What follows belongs to an exercise in optimizing a design on an open flow for small area and a short achievable clock period; a production flow would make more cautious choices.
Function was not checked in any run shown here: the RTL went through the layout flow alone.
Power figures rest on the tool's default switching activity, not on a simulated workload.

==> flow/design.v (outline; a module is shown in full before it is edited, if it fits) <==
// module multiplier: 3490 lines
// module FA: 4 lines
// module FAX: 6 lines
// module HA: 4 lines
// module HAN: 4 lines
// module OR2: 3 lines
// module FA1: 4 lines
// module MAJ: 3 lines
// module BENC: 5 lines
// module BTWO: 3 lines
// module BSGN: 3 lines
// module PPSEL: 3 lines
// module PPSELN: 3 lines
// module INV: 3 lines
// module NAND2: 3 lines
// module NOR2: 3 lines
// module XOR2: 3 lines
// module XNOR2: 3 lines
// module AOI21: 3 lines
// module OAI21: 3 lines
// module CPA: 994 lines
module multiplier (
    input clk,
    input rst,
    input start,
    input [31:0] A,
    input [31:0] B,
    input [7:0] Physical_address_in,
    input [31:0] PC_in,
    output [63:0] Product,
    output reg done,
    output reg [7:0] Physical_address_out,
    output reg [31:0] PC_out
);
  // ...
==> flow/flow/run.sh <==
#!/bin/bash
# Layout flow: the standard ORFS flow (standard.sh) with extra ORFS
# settings read from flow/knobs.txt (one VAR=value per line; @FLOW@ stands
# for this flow folder). Its output goes to standard.log.
set -euo pipefail
flowdir="$(pwd)/flow"
knobs=()
while IFS= read -r line; do
  [[ -z "$line" || "$line" == \#* ]] && continue
  knobs+=("${line//@FLOW@/$flowdir}")
done < flow/knobs.txt
bash standard.sh "${knobs[@]}" finish > standard.log 2>&1
==> flow/flow/downsize.tcl <==
# Start the layout from the smallest drive strength of every logic cell that
# synthesis sized up; the flow's timing repair then sizes up what needs it.
set n 0
foreach inst [[ord::get_db_block] getInsts] {
  set m [[$inst getMaster] getName]
  if {![regexp {^(sky130_fd_sc_hd__[a-z0-9]+)_([0-9]+)$} $m -> base size]} { continue }
  if {$size <= 1} { continue }
  if {[string match "*df*" $base] || [string match "*conb*" $base] || [string match "*clk*" $base]} { continue }
  set small [get_lib_cells -quiet ${base}_1]
  if {$small == ""} { continue }
  replace_cell [$inst getName] $small
  incr n
}
puts "downsize: $n cells set to drive strength 1"
==> flow/flow/knobs.txt <==
BUFFER_PORTS_ARGS=-buffer_cell sky130_fd_sc_hd__buf_4
PRE_FLOORPLAN_TCL=@FLOW@/downsize.tcl
==> flow/standard.sh <==
#!/bin/bash
# synth_recipe.tcl (not shown) runs the flow's synth.tcl, then flattens the netlist and writes it again
# the make line also repeats each setting of config.mk as NAME=value (left out here)
make -C /OpenROAD-flow-scripts/flow DESIGN_CONFIG=/design/flow/config.mk WORK_HOME=/design/flow/orfs CLKGATE_MAP_FILE= SYNTH_SCRIPT=/design/flow/synth_recipe.tcl "${@:-finish}"
==> flow/config.mk <==
export PLATFORM = sky130hd
export DESIGN_NAME = multiplier
export DESIGN_NICKNAME = multiplier
export VERILOG_FILES = /design/flow/design.v
export SDC_FILE = /design/flow/constraint.sdc
export NUM_CORES = 8
export LEC_CHECK = 0
export CAP_MARGIN = 20
export CORE_MARGIN = 2
export CORE_UTILIZATION = 40
export SETUP_SLACK_MARGIN = 1.0
export SLEW_MARGIN = 20
export SYNTH_HIERARCHICAL = 1
export SYNTH_MINIMUM_KEEP_SIZE = 0
==> flow/constraint.sdc <==
create_clock -name core_clock -period 5.0 [get_ports {clk}]
set_input_delay 1.0000 -clock core_clock [delete_from_list [all_inputs] [get_ports {clk}]]
set_output_delay 1.0000 -clock core_clock [all_outputs]
set_load 0.01 [all_outputs]
==> impl_metrics.py, run 1 <==
metrics = {
    "power": {
        "power-per-cell-area_mw_per_mm2": 767,
        "p_int_mw": 12.9,
        "peakVddDrop_mv": 0.499,
        "power-top-group": "combinational cells",
        "swShare": 0.520,
        "p_comb_mw": 22.8,
    },
    "critical_path": {
        "crit_start": "A[29]",
        "crit_fanout": 17,
        "endpoint": "r43_1",
        "cp_top_family": "adder cells",
        "critPathKind": "in2reg",
    },
    "timing": {
        "setup_viol": 0,
        "whs_ps": 592,
        "fmax_mhz": 248,
    },
    "clocking": {
        "root_buffer": "clkbuf_16",
        "cts_buffers": 17,
        "cts_buffer_depth": 2,
        "clk_pin_slew_worst_paths_ps": 80,
    },
    "global_route": {
        "grt_util_met3": 0.0818,
        "grt_max_degree": 65,
        "grt_pass1_wl_mm": 160,
        "antenna_found_initial": 2,
    },
    "cells_and_area": {
        "num-nets-final": 3634,
        "layout-drive-gt1-share": 0.238,
        "fill_cells": 6278,
        "final_cell_mix": "xor2_1, a22o_1, buf_4",
        "post-route-cell-area_mm2": 0.0351,
        "layout_commonest_cell": "xor2_1",
        "n_antenna_cell": 1,
        "largest_reg_flops": 32,
    },
    "logic_synthesis": {
        "netlist_instances": 2801,
        "yosys_warnings": 7,
    },
    "place": {
        "place_congestion": 0.940,
    },
    "floorplanning": {
        "die_x_um": 267,
        "start_util": 0.404,
        "tap_cells": 931,
    },
    "route": {
        "final_antenna_net_count": 0,
        "wl_met3_mm": 10.3,
        "detail_route.wl_per_cell_um": 26.5,
        "wl_met2_mm": 49.4,
    },
    "hold_path": {
        "worst_hold_path_type": "in2reg",
    },
    "outcome": {
        "run_status": "timing/DRC/antenna clean",
    },
}
==> run 2: changes to the inputs <==
==> flow/flow/knobs.txt (replaced) <==
BUFFER_PORTS_ARGS=-buffer_cell sky130_fd_sc_hd__buf_1
PRE_FLOORPLAN_TCL=@FLOW@/downsize.tcl
==> run 2 against run 1 <==
  * Critical path depth rose by 4
  * First-iteration DRC count rose by 26%
  * Non-clock buffer count rose by 90
  * Combinational power barely moved
  * Sequential power rose by 1%
  * Total power fell by 0.12%
  * Synthesized cell count did not move
  * Sequential share of layout area fell by 0.14 points
  * Via count rose by 4.0%
  * Maximum frequency rose by 1.4%
  * Core utilization rose by 0.78 points
  * Clock power barely moved
==> impl_metrics.py, run 2 <==
metrics = {
    "route": {
        "drtIter0Drc": 2996,
        "via_per_inst": 6.06,
        "detail_route.wl_per_cell_um": 27.6,
        "finalWirelength_mm": 117,
        "dr_total_vias": 25800,
        "final_antenna_net_count": 0,
        "drc_errors": 0,
        "drt_first_pass_iters": 6,
    },
    "clocking": {
        "htreeDepth": 4,
        "cts_buffer_depth": 2,
        "clk_pin_slew_worst_paths_ps": 80,
        "root_buffer": "clkbuf_16",
        "cts_buffers": 17,
        "cts.sinks": 168,
        "cts_tree": "built",
    },
    "power": {
        "p_sw_mw": 14.3,
        "leakage_nw": 14.9,
        "power-per-cell-area_mw_per_mm2": 754,
        "power.total_mw": 26.9,
        "pwr-share-clk": 0.052,
        "comb_power_share": 0.846,
        "swShare": 0.533,
        "seq_power_share": 0.102,
        "peakVddDrop_mv": 0.584,
        "p_int_mw": 12.6,
    },
    "critical_path": {
        "cp.required_ps": 5380,
        "startpoint_type": "input pin",
        "crit_fanout": 16,
        "crit_path_end_kind": "flip-flop",
        "arrival_ps": 4360,
        "critPathKind": "in2reg",
    },
    "floorplanning": {
        "rows": 96,
        "io_pins": 212,
        "coreArea_mm2": 0.0686,
        "start_util": 0.404,
        "die_x_um": 267,
        "dieArea_mm2": 0.0714,
        "die_h_um": 267,
    },
    "cells_and_area": {
        "largest_reg_flops": 32,
        "fill_cells": 6213,
        "fin_cells": 4256,
        "multi_input_area_mm2": 0.0262,
        "layout_commonest_cell": "xor2_1",
        "largest_registers": "PC_out x32, Physical_address_out x8",
        "largest_register": "PC_out",
        "final-seq-area_mm2": 0.00337,
        "final_cell_mix": "xor2_1, a22o_1, fa_1",
        "n_antenna_cell": 0,
        "layout-drive-gt1-share": 0.214,
        "num-nets-final": 3727,
    },
    "hold_path": {
        "worst_hold_path_type": "in2reg",
    },
    "global_route": {
        "gr-total-overflow": 0,
        "grt_pass1_vias": 25300,
        "antenna_found_initial": 0,
        "grt_pass1_wl_mm": 165,
        "grt_max_degree": 46,
        "grt_usage": 0.314,
    },
    "timing": {
        "tightest_slew_ps": 889,
        "hold_violations": 0,
        "slew_headroom": 0.407,
        "finalCritPeriodShare": 0.797,
        "period_minus_slack_ps": 3980,
        "finalMaxSlewViolations": 0,
        "fmax_mhz": 251,
        "setup_viol": 0,
        "rsz0062_at_grt": "yes",
    },
    "job": {
        "cap_violations": 0,
    },
    "outcome": {
        "run_status": "timing/DRC/antenna clean",
    },
    "logic_synthesis": {
        "netlist_instances": 2801,
        "yosys_warnings": 7,
    },
    "place": {
        "portBuffers": 211,
        "dpl.cell_count": 4116,
        "dp_hpwl_mm": 87.5,
        "place_congestion": 0.939,
    },
}
## run 2: critical path, stage by stage
cell and delay [ps]:
buf_6 140, buf_12 150, buf_4 120, o22ai_4 80, buf_12 140, clkbuf_16 190, a22o_1 240, maj3_1 390
maj3_1 390, maj3_2 360, xor2_2 180, xor2_1 260, xor2_1 220, xor2_1 120, maj3_1 350
## run 2: final timing paths
path | slack [ps] | from | cells after the start | endpoint
worst max-delay path | 1020 | B[13] | 15 | r37_0
worst min-delay path | 580 | PC_in[20] | 1 | PC_out[20]
## run 2: repair_timing
action	4_1_cts	5_1_grt
setup buffers	31	55
setup endpoints to repair	120	97
hold endpoints to repair	0	0
hold buffers	0	0
gates cloned	10	12
pin swaps	29	88
resized for setup	109	192
## run 2: power by group through the flow
stage / Clock [mW] / Sequential [mW] / Combinational, mW
4_1_cts: 1.43 / 2.63 / 21.3
3_5_place_dp: 0 / 2.64 / 20.7
5_1_grt: 1.49 / 2.79 / 24.3
2_1_floorplan: 0 / 2.51 / 14.3
3_3_place_gp: 0 / 2.63 / 20.3
6_report: 1.39 / 2.74 / 22.8
## run 2: final cells by class
type / instances / share of cell area
Timing Repair Buffer: 484 / 0.117
Clock inverter: 15 / 0.00477
Sequential cell: 168 / 0.0945
Clock buffer: 17 / 0.0119
Tap cell: 931 / 0.0327
Multi-Input combinational cell: 2609 / 0.736
Inverter: 32 / 0.00337
## run 2: per-layer routing
| metal | up-vias | wire length [um] | global-route usage |
|---|---|---|---|
| li1 | 11000 | - | - |
| met1 | 12900 | 47000 | 0.412 |
| met2 | 1550 | 52100 | 0.487 |
| met3 | 290 | 12100 | 0.0745 |
| met4 | 0 | 6110 | 0.147 |
| met5 | - | 0 | 0 |
## run 2: per-stage QoR
stage                     hold slack [ps]  worst slack, ps  setup TNS (ps)  instance area, um^2   util
after global routing                  559              941               0                35600  0.520
after floorplan                      1030              955               0                28500      -
final                                 580             1020               0                35600  0.520
after CTS                             547              963               0                34000  0.495
after global placement               1090             37.8               0                32400  0.472
after detailed placement             1090            -26.4           -34.2                32400  0.472
==> run 3: changes to the inputs <==
--- a/flow/config.mk
+++ b/flow/config.mk
@@ -13,2 +13,3 @@
 export SYNTH_HIERARCHICAL = 1
 export SYNTH_MINIMUM_KEEP_SIZE = 0
+export TNS_END_PERCENT = 5
==> run 3 against run 2 <==
  * Sequential power decreased by 1%
  * Cell count is 0.59% lower
  * Core utilization decreased by 0.35 points
  * Non-clock buffer count down 28
  * Hold slack worse by 7.3 ps
  * Flip-flop and latch count unchanged
  * Critical path depth fell by 4
  * Maximum frequency is 1.8% lower
  * Final area down 0.67%
  * Routed wire length grew 0.97%
  * Combinational power decreased by 4%
==> impl_metrics.py, run 3 <==
metrics = {
    "outcome": {
        "run_status": "timing/DRC/antenna clean",
    },
    "critical_path": {
        "arrival_ps": 3050,
        "critPathKind": "reg2out",
        "crit_fanout": 3,
        "crit_path_end_kind": "output port",
        "cp.required_ps": 4000,
        "startpoint_type": "flip-flop",
    },
    "global_route": {
        "grt_max_degree": 43,
        "antenna_found_initial": 2,
        "grt_pass1_vias": 25400,
        "grt_pass1_wl_mm": 164,
        "gr-total-overflow": 0,
        "grt_usage": 0.313,
    },
    "timing": {
        "tightest_slew_ps": 1160,
        "setup_viol": 0,
        "finalMaxSlewViolations": 0,
        "hold_violations": 0,
        "rsz0062_at_grt": "yes",
        "period_minus_slack_ps": 4050,
        "slew_headroom": 0.224,
        "finalCritPeriodShare": 0.811,
        "tns_ps": 0,
        "fmax_mhz": 247,
    },
    "route": {
        "via_per_inst": 6.05,
        "finalWirelength_mm": 118,
        "final_antenna_net_count": 0,
        "drtIter0Drc": 2653,
        "wl_met2_mm": 53.4,
        "met1_length_mm": 46.5,
        "drc_errors": 0,
        "top_layer": "met5",
        "drt_first_pass_iters": 6,
        "wl_met3_mm": 12.3,
        "detail_route.wl_per_cell_um": 28.0,
        "dr_total_vias": 25600,
    },
    "floorplanning": {
        "die_x_um": 267,
        "coreArea_mm2": 0.0686,
        "io_pins": 212,
        "rows": 96,
        "dieArea_mm2": 0.0714,
        "start_util": 0.404,
        "die_h_um": 267,
    },
    "clocking": {
        "cts_buffers": 17,
        "htreeDepth": 4,
        "cts_buffer_depth": 2,
        "clk_pin_slew_worst_paths_ps": 90,
        "cts.sinks": 168,
        "cts_tree": "built",
        "hold_buffers": 0,
        "root_buffer": "clkbuf_16",
    },
    "cells_and_area": {
        "largest_registers": "PC_out x32, Physical_address_out x8",
        "n_antenna_cell": 0,
        "largest_reg_flops": 32,
        "fin_cells": 4231,
        "layout_commonest_cell": "xor2_1",
        "final_cell_mix": "xor2_1, a22o_1, fa_1",
        "layout-drive-gt1-share": 0.198,
        "largest_register": "PC_out",
        "num-nets-final": 3702,
    },
    "place": {
        "portBuffers": 211,
        "dpl.cell_count": 4098,
        "dp_hpwl_mm": 85.2,
        "place_congestion": 0.964,
    },
    "job": {
        "cap_violations": 0,
    },
    "power": {
        "leakage_nw": 14.7,
        "power-per-cell-area_mw_per_mm2": 735,
        "peakVddDrop_mv": 0.486,
    },
    "logic_synthesis": {
        "netlist_instances": 2801,
        "yosys_warnings": 7,
    },
    "hold_path": {
        "worst_hold_path_type": "in2reg",
    },
}
## run 3: area by class of cell
class	instances	area, um^2
Clock buffer	18	439
Clock inverter	14	146
Timing Repair Buffer	456	3870
Inverter	32	120
Tap cell	931	1160
Multi-Input combinational cell	2612	26300
Fill cell	6211	33200
Sequential cell	168	3370
## run 3: path summary, 6_finish.rpt
path / from / endpoint / slack [ps] / depth (start not counted)
worst max-delay path: r29_0 / Product[39] / 950 / 11
worst min-delay path: PC_in[6] / PC_out[6] / 570 / 1
## run 3: metal layers
metal / vias up / track usage
met5: - / 0
met2: 1564 / 0.493
met3: 324 / 0.0728
met4: 2 / 0.154
li1: 11000 / -
met1: 12700 / 0.403
## run 3: worst max-delay path, cell delays in order (launching register included)
cell and delay [ps]:
dfxtp_1 350, xnor2_2 210, buf_4 160, nor2_4 70, a21oi_1 300, o21ai_2 140
a21oi_2 350, o21ai_1 150, a21oi_2 290, o21ai_1 150, xnor2_1 170, clkbuf_2 160
## run 3: power breakdown
part | internal (mW) | leakage, nW | total (mW) | switching (mW)
Clock | 0.680 | 0.287 | 1.42 | 0.739
Combinational | 9.14 | 13.0 | 21.9 | 12.8
Sequential | 2.21 | 1.42 | 2.70 | 0.493
## run 3: timing repair
item / in CTS / in global routing
cloned: 9 / 19
setup buffers: 34 / 39
gates resized for setup: 108 / 197
pin swaps: 22 / 76
endpoints found under the setup margin: 122 / 107
## run 3: metrics by stage
| stage | hold WS [ps] | area, um^2 | utilization | setup slack, ps | total power, mW |
|---|---|---|---|---|---|
| 3_3_place_gp | 1090 | 32100 | 0.468 | 97.0 | 22.4 |
| 3_5_place_dp | 1090 | 32100 | 0.468 | 19.6 | 22.7 |
| 6_report | 573 | 35400 | 0.516 | 945 | 26.0 |
| 5_1_grt | 557 | 35400 | 0.516 | 842 | 27.9 |
| 4_1_cts | 550 | 33700 | 0.491 | 909 | 24.9 |
| 2_1_floorplan | 1030 | 28500 | - | 955 | 16.7 |
==> run 4: changes to the inputs <==
--- a/flow/config.mk
+++ b/flow/config.mk
@@ -13,3 +13,3 @@
 export SYNTH_HIERARCHICAL = 1
 export SYNTH_MINIMUM_KEEP_SIZE = 0
-export TNS_END_PERCENT = 5
+export TNS_END_PERCENT = 30
==> run 4 against run 3 <==
  * Critical path type unchanged
  * Core utilization rose by 0.62 points
  * Highest routed layer unchanged
  * Routed wire length barely moved
  * Clock power about the same
  * Largest power group unchanged
  * Flip-flop and latch count unchanged
==> impl_metrics.py, run 4 <==
metrics = {
    "outcome": {
        "run_status": "timing/DRC/antenna clean",
    },
    "cells_and_area": {
        "final_cell_mix": "xor2_1, a22o_1, fa_1",
        "n_antenna_cell": 0,
        "fin_cells": 4256,
        "multi_input_area_mm2": 0.0264,
        "num-nets-final": 3727,
        "layout-drive-gt1-share": 0.215,
        "largest_register": "PC_out",
        "layout_commonest_cell": "xor2_1",
        "final-seq-area_mm2": 0.00337,
        "largest_reg_flops": 32,
        "fill_cells": 6194,
        "largest_registers": "PC_out x32, Physical_address_out x8",
    },
    "clocking": {
        "root_buffer": "clkbuf_16",
        "cts_tree": "built",
        "htreeDepth": 4,
        "clk_pin_slew_worst_paths_ps": 80,
        "cts_buffer_depth": 2,
        "cts_buffers": 17,
        "cts.sinks": 168,
        "hold_buffers": 0,
    },
    "power": {
        "peakVddDrop_mv": 0.676,
        "p_sw_mw": 14.3,
        "p_int_mw": 12.4,
        "leakage_nw": 15.0,
        "power-per-cell-area_mw_per_mm2": 745,
        "comb_power_share": 0.846,
        "seq_power_share": 0.102,
        "power.total_mw": 26.7,
        "swShare": 0.535,
        "pwr-share-clk": 0.052,
    },
    "route": {
        "detail_route.wl_per_cell_um": 27.9,
        "drt_first_pass_iters": 7,
        "finalWirelength_mm": 119,
        "final_antenna_net_count": 0,
        "drc_errors": 0,
        "via_per_inst": 6.03,
        "dr_total_vias": 25700,
        "drtIter0Drc": 2786,
    },
    "hold_path": {
        "worst_hold_path_type": "in2reg",
        "hold_start": "PC_in[24]",
        "hold_end": "PC_out[24]",
        "whs_path_depth": 1,
    },
    "critical_path": {
        "crit_fanout": 2,
        "max_stage_delay_ps": 400,
        "startpoint_type": "flip-flop",
        "path_cells": "nand2_1 > o21ai_4 > a21oi_1 > o21ai_1 > a21oi_1 > o21ai_1 > a21oi_1 > buf_4 > o21ai_1 > xnor2_1 > buf_1",
        "cp_top_family": "compound AO/OA/AOI/OAI gates",
        "cp.required_ps": 4000,
        "crit_path_end_kind": "output port",
        "arrival_ps": 3010,
        "crit_buf_inv": 2,
        "cpMaxStageDelayCell": "dfxtp_1",
        "critPathKind": "reg2out",
    },
    "place": {
        "dp_hpwl_mm": 87.4,
        "portBuffers": 211,
        "place_congestion": 0.944,
        "dp_slack_ps": 44.7,
        "dpl.cell_count": 4105,
    },
    "global_route": {
        "grt_max_degree": 49,
        "gr-total-overflow": 0,
        "grt_pass1_wl_mm": 166,
        "antenna_found_initial": 3,
        "grt_pass1_vias": 25400,
        "grt_usage": 0.317,
    },
    "timing": {
        "fmax_mhz": 249,
        "tightest_slew_ps": 896,
        "finalMaxSlewViolations": 0,
        "whs_ps": 585,
        "period_minus_slack_ps": 4010,
        "slew_headroom": 0.402,
        "fin_ws_ps": 991,
        "rsz0062_at_grt": "yes",
        "setup_viol": 0,
        "hold_violations": 0,
        "finalCritPeriodShare": 0.802,
        "tns_ps": 0,
    },
    "floorplanning": {
        "die_h_um": 267,
        "die_x_um": 267,
        "rows": 96,
        "coreArea_mm2": 0.0686,
        "io_pins": 212,
        "dieArea_mm2": 0.0714,
        "start_util": 0.404,
    },
    "logic_synthesis": {
        "netlist_instances": 2801,
        "yosys_warnings": 7,
    },
    "job": {
        "cap_violations": 0,
    },
}
==> run 4: power groups by stage <==
stage / Combinational [mW] / Clock, mW / Sequential (mW)
final: 22.6 / 1.39 / 2.72
after global routing: 24.3 / 1.46 / 2.78
after CTS: 21.0 / 1.43 / 2.63
after detailed placement: 20.3 / 0 / 2.63
after global placement: 20.0 / 0 / 2.62
after floorplan: 14.3 / 0 / 2.51
==> run 4: worst max path at each step <==
stage | from | to | cells after the start
floorplan | B[10] | r22_0 | 8
global placement | B[13] | r48_0 | 9
detailed placement | B[11] | r42_1 | 13
CTS | B[4] | r21_0 | 10
global route | r8_1 | Product[55] | 11
finish | r26_0 | Product[51] | 11
==> run 4: what timing repair did <==
action,CTS,global route
resized for setup,117,214
pin swaps,15,99
endpoints found under the hold margin,0,0
cloned,11,13
buffers inserted,25,70
endpoints found under the setup margin,115,108
==> run 4: final cells by class <==
cell class | instances | area share
multi-input cells | 2609 | 0.737
inverters | 32 | 0.00335
clock inverters | 15 | 0.00433
clock buffers | 17 | 0.0119
flip-flops and latches | 168 | 0.0941
repair buffers | 484 | 0.117
well taps | 931 | 0.0325
==> run 4: metrics by stage <==
step,area (um^2),utilization
after CTS,33900,0.494
after detailed placement,32300,0.470
after global routing,35800,0.522
after floorplan,28500,-
final,35800,0.522
after global placement,32300,0.470
==> run 4: per-layer routing <==
metal / vias to the layer above / global-route usage / share of wire
met2: 1547 / 0.491 / 0.44
met3: 345 / 0.0834 / 0.098
met1: 12800 / 0.408 / 0.40
li1: 11000 / - / -
met5: - / 0 / 0.00014
met4: 2 / 0.154 / 0.060
==> run 5: changes to the inputs <==
==> flow/flow/knobs.txt (replaced) <==
BUFFER_PORTS_ARGS=-buffer_cell sky130_fd_sc_hd__buf_2
PRE_FLOORPLAN_TCL=@FLOW@/downsize.tcl
--- a/flow/config.mk
+++ b/flow/config.mk
@@ -13,3 +13,2 @@
 export SYNTH_HIERARCHICAL = 1
 export SYNTH_MINIMUM_KEEP_SIZE = 0
-export TNS_END_PERCENT = 30
==> run 5 against run 4 <==
  * Still clean
  * Sequential share of layout area fell by 0.071 points
  * First-iteration DRC count rose by 9.1%
  * Die area did not move
  * Cell count rose by 0.23%
  * Largest cell class unchanged
  * Largest power group unchanged
==> impl_metrics.py, run 5 <==
metrics = {
    "job": {
        "cap_violations": 0,
    },
    "floorplanning": {
        "dieArea_mm2": 0.0714,
        "die_x_um": 267,
        "io_pins": 212,
        "die_h_um": 267,
        "rows": 96,
        "coreArea_mm2": 0.0686,
        "start_util": 0.404,
    },
    "timing": {
        "setup_viol": 0,
        "period_minus_slack_ps": 4040,
        "rsz0062_at_grt": "yes",
        "tns_ps": 0,
        "fin_ws_ps": 964,
        "hold_violations": 0,
        "tightest_slew_ps": 1080,
        "finalCritPeriodShare": 0.807,
        "fmax_mhz": 248,
        "finalMaxSlewViolations": 0,
        "slew_headroom": 0.281,
    },
    "hold_path": {
        "worst_hold_path_type": "in2reg",
        "hold_start": "PC_in[5]",
        "hold_end": "PC_out[5]",
        "whs_path_depth": 1,
    },
    "power": {
        "peakVddDrop_mv": 0.668,
        "leakage_nw": 15.5,
        "p_sw_mw": 14.1,
        "power-per-cell-area_mw_per_mm2": 740,
        "power.total_mw": 26.7,
        "p_int_mw": 12.6,
        "comb_power_share": 0.846,
        "seq_power_share": 0.102,
        "pwr-share-clk": 0.052,
        "swShare": 0.528,
    },
    "global_route": {
        "grt_pass1_wl_mm": 167,
        "gr-total-overflow": 0,
        "grt_pass1_vias": 25300,
        "antenna_found_initial": 2,
        "grt_usage": 0.321,
        "grt_max_degree": 70,
    },
    "critical_path": {
        "crit_fanout": 13,
        "arrival_ps": 4380,
        "critPathKind": "in2reg",
        "cp.required_ps": 5350,
        "startpoint_type": "input pin",
        "crit_path_end_kind": "flip-flop",
    },
    "clocking": {
        "cts_buffer_depth": 2,
        "root_buffer": "clkbuf_16",
        "clk_pin_slew_worst_paths_ps": 80,
        "hold_buffers": 0,
        "htreeDepth": 4,
        "cts.sinks": 168,
        "cts_buffers": 17,
        "cts_tree": "built",
    },
    "place": {
        "place_congestion": 0.946,
        "dp_slack_ps": 24.1,
        "portBuffers": 211,
        "dp_hpwl_mm": 88.8,
        "dpl.cell_count": 4087,
    },
    "route": {
        "drc_errors": 0,
        "drtIter0Drc": 3039,
        "via_per_inst": 6.08,
        "final_antenna_net_count": 0,
        "dr_total_vias": 25900,
        "detail_route.wl_per_cell_um": 28.0,
        "finalWirelength_mm": 119,
        "drt_first_pass_iters": 6,
    },
    "outcome": {
        "run_status": "timing/DRC/antenna clean",
    },
    "cells_and_area": {
        "largest_registers": "PC_out x32, Physical_address_out x8",
        "largest_register": "PC_out",
        "num-nets-final": 3736,
        "largest_reg_flops": 32,
        "final_cell_mix": "xor2_1, a22o_1, fa_1",
        "layout-drive-gt1-share": 0.273,
        "fin_cells": 4266,
        "layout_commonest_cell": "xor2_1",
    },
    "logic_synthesis": {
        "netlist_instances": 2801,
        "yosys_warnings": 7,
    },
}
==> run 5: critical path, cell delays in order <==
cell and delay (ps):
buf_4 240, xor2_2 830, a22o_1 370, fa_1 480
fa_1 460, fa_1 470, fa_1 510
==> run 5: power groups by stage <==
stage	combinational, mW	sequential (mW)	clock, mW
after floorplan	14.3	2.51	0
after global placement	20.2	2.61	0
after detailed placement	20.5	2.62	0
after CTS	21.3	2.64	1.41
after global routing	24.3	2.77	1.46
final	22.6	2.72	1.38
==> run 5: metrics by stage <==
stage / area [um^2] / hold WS [ps] / utilization
floorplan: 28500 / 1030 / -
global placement: 32000 / 1100 / 0.467
detailed placement: 32000 / 1100 / 0.467
CTS: 34000 / 562 / 0.495
global route: 36000 / 571 / 0.526
finish: 36000 / 597 / 0.526
==> run 5: layer usage <==
metal	share of wire	vias up	track usage
li1	-	11000	-
met1	0.40	12900	0.419
met2	0.44	1653	0.488
met3	0.11	378	0.0749
met4	0.061	2	0.176
met5	0.00013	-	0
==> run 5: cell type report <==
class                   count  area, um^2
inverters                  32         120
diodes                      1        2.50
clock inverters            15         156
well taps                 931        1160
multi-input cells        2611       26400
fillers                  6181       32500
flip-flops and latches    168        3370
clock buffers              17         425
repair buffers            491        4380
==> run 5: worst max path at each step <==
stage | from | end | slack (ps)
after global routing | B[12] | r29_1 | 910
final | B[23] | r53_1 | 960
after floorplan | B[10] | r22_0 | 960
after global placement | B[9] | r47_0 | 40
after CTS | r47_1 | Product[49] | 940
after detailed placement | B[9] | r47_0 | 20
==> run 5: timing repair <==
action,CTS,global route
endpoints found under the setup margin,120,94
hold endpoints to repair,0,0
buffers inserted,44,75
cloned,13,14
gates resized for setup,116,202
pin swaps,29,93
==> run 6: changes to the inputs <==
==> flow/flow/knobs.txt (replaced) <==
BUFFER_PORTS_ARGS=-buffer_cell sky130_fd_sc_hd__buf_1
PRE_FLOORPLAN_TCL=@FLOW@/downsize.tcl
--- a/flow/config.mk
+++ b/flow/config.mk
@@ -8,5 +8,6 @@
 export CAP_MARGIN = 20
 export CORE_MARGIN = 2
-export CORE_UTILIZATION = 40
+export CORE_UTILIZATION = 55
+export PLACE_DENSITY = 0.7
 export SETUP_SLACK_MARGIN = 1.0
 export SLEW_MARGIN = 20
==> run 6 against run 5 <==
  * Sequential power decreased by 1%
  * Total power decreased by 0.72%
  * Global-route usage increased by 8.5 points
  * Worst setup slack got worse by 88 ps
  * Critical path type unchanged
  * Still clean
  * Critical endpoint is now r29_1
  * Count of clock-buffer cells in the layout unchanged
==> impl_metrics.py, run 6 <==
metrics = {
    "outcome": {
        "run_status": "timing/DRC/antenna clean",
    },
    "cells_and_area": {
        "fin_cells": 3985,
        "layout_commonest_cell": "xor2_1",
        "final-seq-area_mm2": 0.00336,
        "multi_input_area_mm2": 0.0264,
        "final_cell_mix": "xor2_1, a22o_1, fa_1",
        "largest_register": "PC_out",
        "post-route-cell-area_mm2": 0.0356,
        "utilization": 0.712,
        "largest_registers": "PC_out x32, Physical_address_out x8",
        "largest_reg_flops": 32,
        "fill_cells": 3722,
        "num-nets-final": 3712,
        "layout-drive-gt1-share": 0.215,
    },
    "critical_path": {
        "crit_path_end_kind": "flip-flop",
        "path_cells": "buf_4 > buf_8 > buf_12 > xor2_1 > a22o_1 > fa_1 > xor2_2 > xor2_1 > xor2_1 > maj3_2 > xor2_1 > xor2_1 > xor2_1",
        "crit_top_cell": "xor2_1",
        "critPathKind": "in2reg",
        "cp.required_ps": 5380,
        "crit_buf_inv": 3,
        "cp_top_family": "XOR/XNOR gates",
        "max_stage_delay_ps": 490,
        "startpoint_type": "input pin",
        "arrival_ps": 4500,
        "crit_fanout": 10,
        "cpMaxStageDelayCell": "fa_1",
    },
    "floorplanning": {
        "rows": 82,
        "dieArea_mm2": 0.0522,
        "die_x_um": 228,
        "die_h_um": 228,
        "coreArea_mm2": 0.0500,
        "io_pins": 212,
        "start_util": 0.554,
    },
    "timing": {
        "tightest_slew_ps": 801,
        "finalCritPeriodShare": 0.825,
        "rsz0062_at_grt": "yes",
        "period_minus_slack_ps": 4120,
        "fmax_mhz": 242,
        "setup_viol": 0,
        "tns_ps": 0,
        "finalMaxSlewViolations": 0,
        "hold_violations": 0,
        "whs_ps": 592,
        "slew_headroom": 0.465,
        "fin_ws_ps": 876,
    },
    "route": {
        "drc_errors": 0,
        "finalWirelength_mm": 113,
        "final_antenna_net_count": 0,
        "via_per_inst": 6.67,
        "drtIter0Drc": 3839,
        "drt_first_pass_iters": 6,
        "detail_route.wl_per_cell_um": 28.3,
        "dr_total_vias": 26600,
    },
    "global_route": {
        "antenna_found_initial": 3,
        "grt_pass1_wl_mm": 159,
        "grt_max_degree": 49,
        "grt_usage": 0.405,
        "grt_pass1_vias": 25800,
        "gr-total-overflow": 0,
    },
    "place": {
        "dp_slack_ps": 85.6,
        "dpl.cell_count": 3836,
        "dpl-instance-area_mm2": 0.0318,
        "place_congestion": 1.02,
        "portBuffers": 211,
        "dp_hpwl_mm": 79.2,
    },
    "hold_path": {
        "hold_end": "PC_out[10]",
        "hold_start": "PC_in[10]",
        "worst_hold_path_type": "in2reg",
        "whs_path_depth": 1,
    },
    "job": {
        "cap_violations": 0,
    },
    "clocking": {
        "cts_buffers": 17,
        "hold_buffers": 0,
        "root_buffer": "clkbuf_16",
        "clk_pin_slew_worst_paths_ps": 80,
        "htreeDepth": 4,
        "cts_tree": "built",
        "cts.sinks": 168,
        "cts_buffer_depth": 2,
    },
    "power": {
        "power.total_mw": 26.5,
        "peakVddDrop_mv": 0.748,
        "power-per-cell-area_mw_per_mm2": 744,
        "leakage_nw": 15.0,
    },
    "logic_synthesis": {
        "yosys_warnings": 7,
        "netlist_instances": 2801,
    },
}
==> run 6: cell type report <==
| cell class | count | share of cell area |
|---|---|---|
| Clock inverter | 15 | 0.00563 |
| Tap cell | 672 | 0.0236 |
| Sequential cell | 168 | 0.0946 |
| Multi-Input combinational cell | 2609 | 0.742 |
| Timing Repair Buffer | 469 | 0.119 |
| Clock buffer | 17 | 0.0120 |
| Inverter | 32 | 0.00338 |
| Antenna cell | 3 | 0.000211 |
==> run 6: metal layers <==
layer,routed length [um],GRT usage,share of wire
met1,40900,0.505,0.36
met2,46800,0.599,0.41
met3,17000,0.161,0.15
met4,8030,0.224,0.071
met5,158,0,0.0014
==> run 6: power breakdown <==
group          switching [mW]  internal (mW)
Sequential              0.478           2.20
Clock                   0.692          0.762
Combinational            12.8           9.54
==> run 6: repair_timing <==
| item | in CTS | in global routing |
|---|---|---|
| endpoints found under the setup margin | 110 | 96 |
| cloned | 15 | 15 |
| pin swaps | 29 | 139 |
| buffers inserted | 23 | 61 |
| gates resized for setup | 121 | 223 |
==> run 6: worst max path at each step <==
stage           from           to  slack (ps)  depth (start not counted)
2_1_floorplan  B[10]        r22_0         960                          8
3_3_place_gp   B[17]        r52_1          30                          9
4_1_cts        r27_1  Product[47]         920                         10
6_report        B[9]        r29_1         880                         13
5_1_grt         B[2]        r31_0         870                         16
3_5_place_dp   B[17]        r52_1          90                          9

-- afterwards: timing with drivers on the ports --
In the flow no input, the clock included, has a driving cell. The finished layouts below were timed again as built, in two steps. Step 1: set_driving_cell puts a clkbuf_16 on clk and a buf_2 on each other input, an assumption about the parent block. Step 2, shift: input delay + t, output delay - t, t = (earliest + latest rising clock arrival at the registers) / 2. This alone moves slack from input paths to output paths. a / b / c = no drivers / after step 1 / after step 2; a / b = the first two.
| run | t, ns | setup WS [ns] | hold WS [ns] |
|---|---|---|---|
| run 1 | 0.559 | 0.961 / 0.954 / 0.428 | 0.592 / 0.561 / 1.120 |
| run 2 | 0.570 | 1.016 / 0.955 / 0.461 | 0.580 / 0.541 / 1.111 |
| run 3 | 0.573 | 0.945 / 0.883 / 0.423 | 0.573 / 0.535 / 1.107 |
| run 4 | 0.555 | 0.991 / 0.931 / 0.443 | 0.585 / 0.548 / 1.103 |
| run 5 | 0.555 | 0.964 / 0.989 / 0.434 | 0.597 / 0.560 / 1.115 |
| run 6 | 0.560 | 0.876 / 0.904 / 0.344 | 0.592 / 0.554 / 1.114 |
After both steps every run listed still meets setup and hold. For run 2, which loses most, drivers alone change the setup slack by -0.061 ns; drivers and shift together by -0.555 ns.
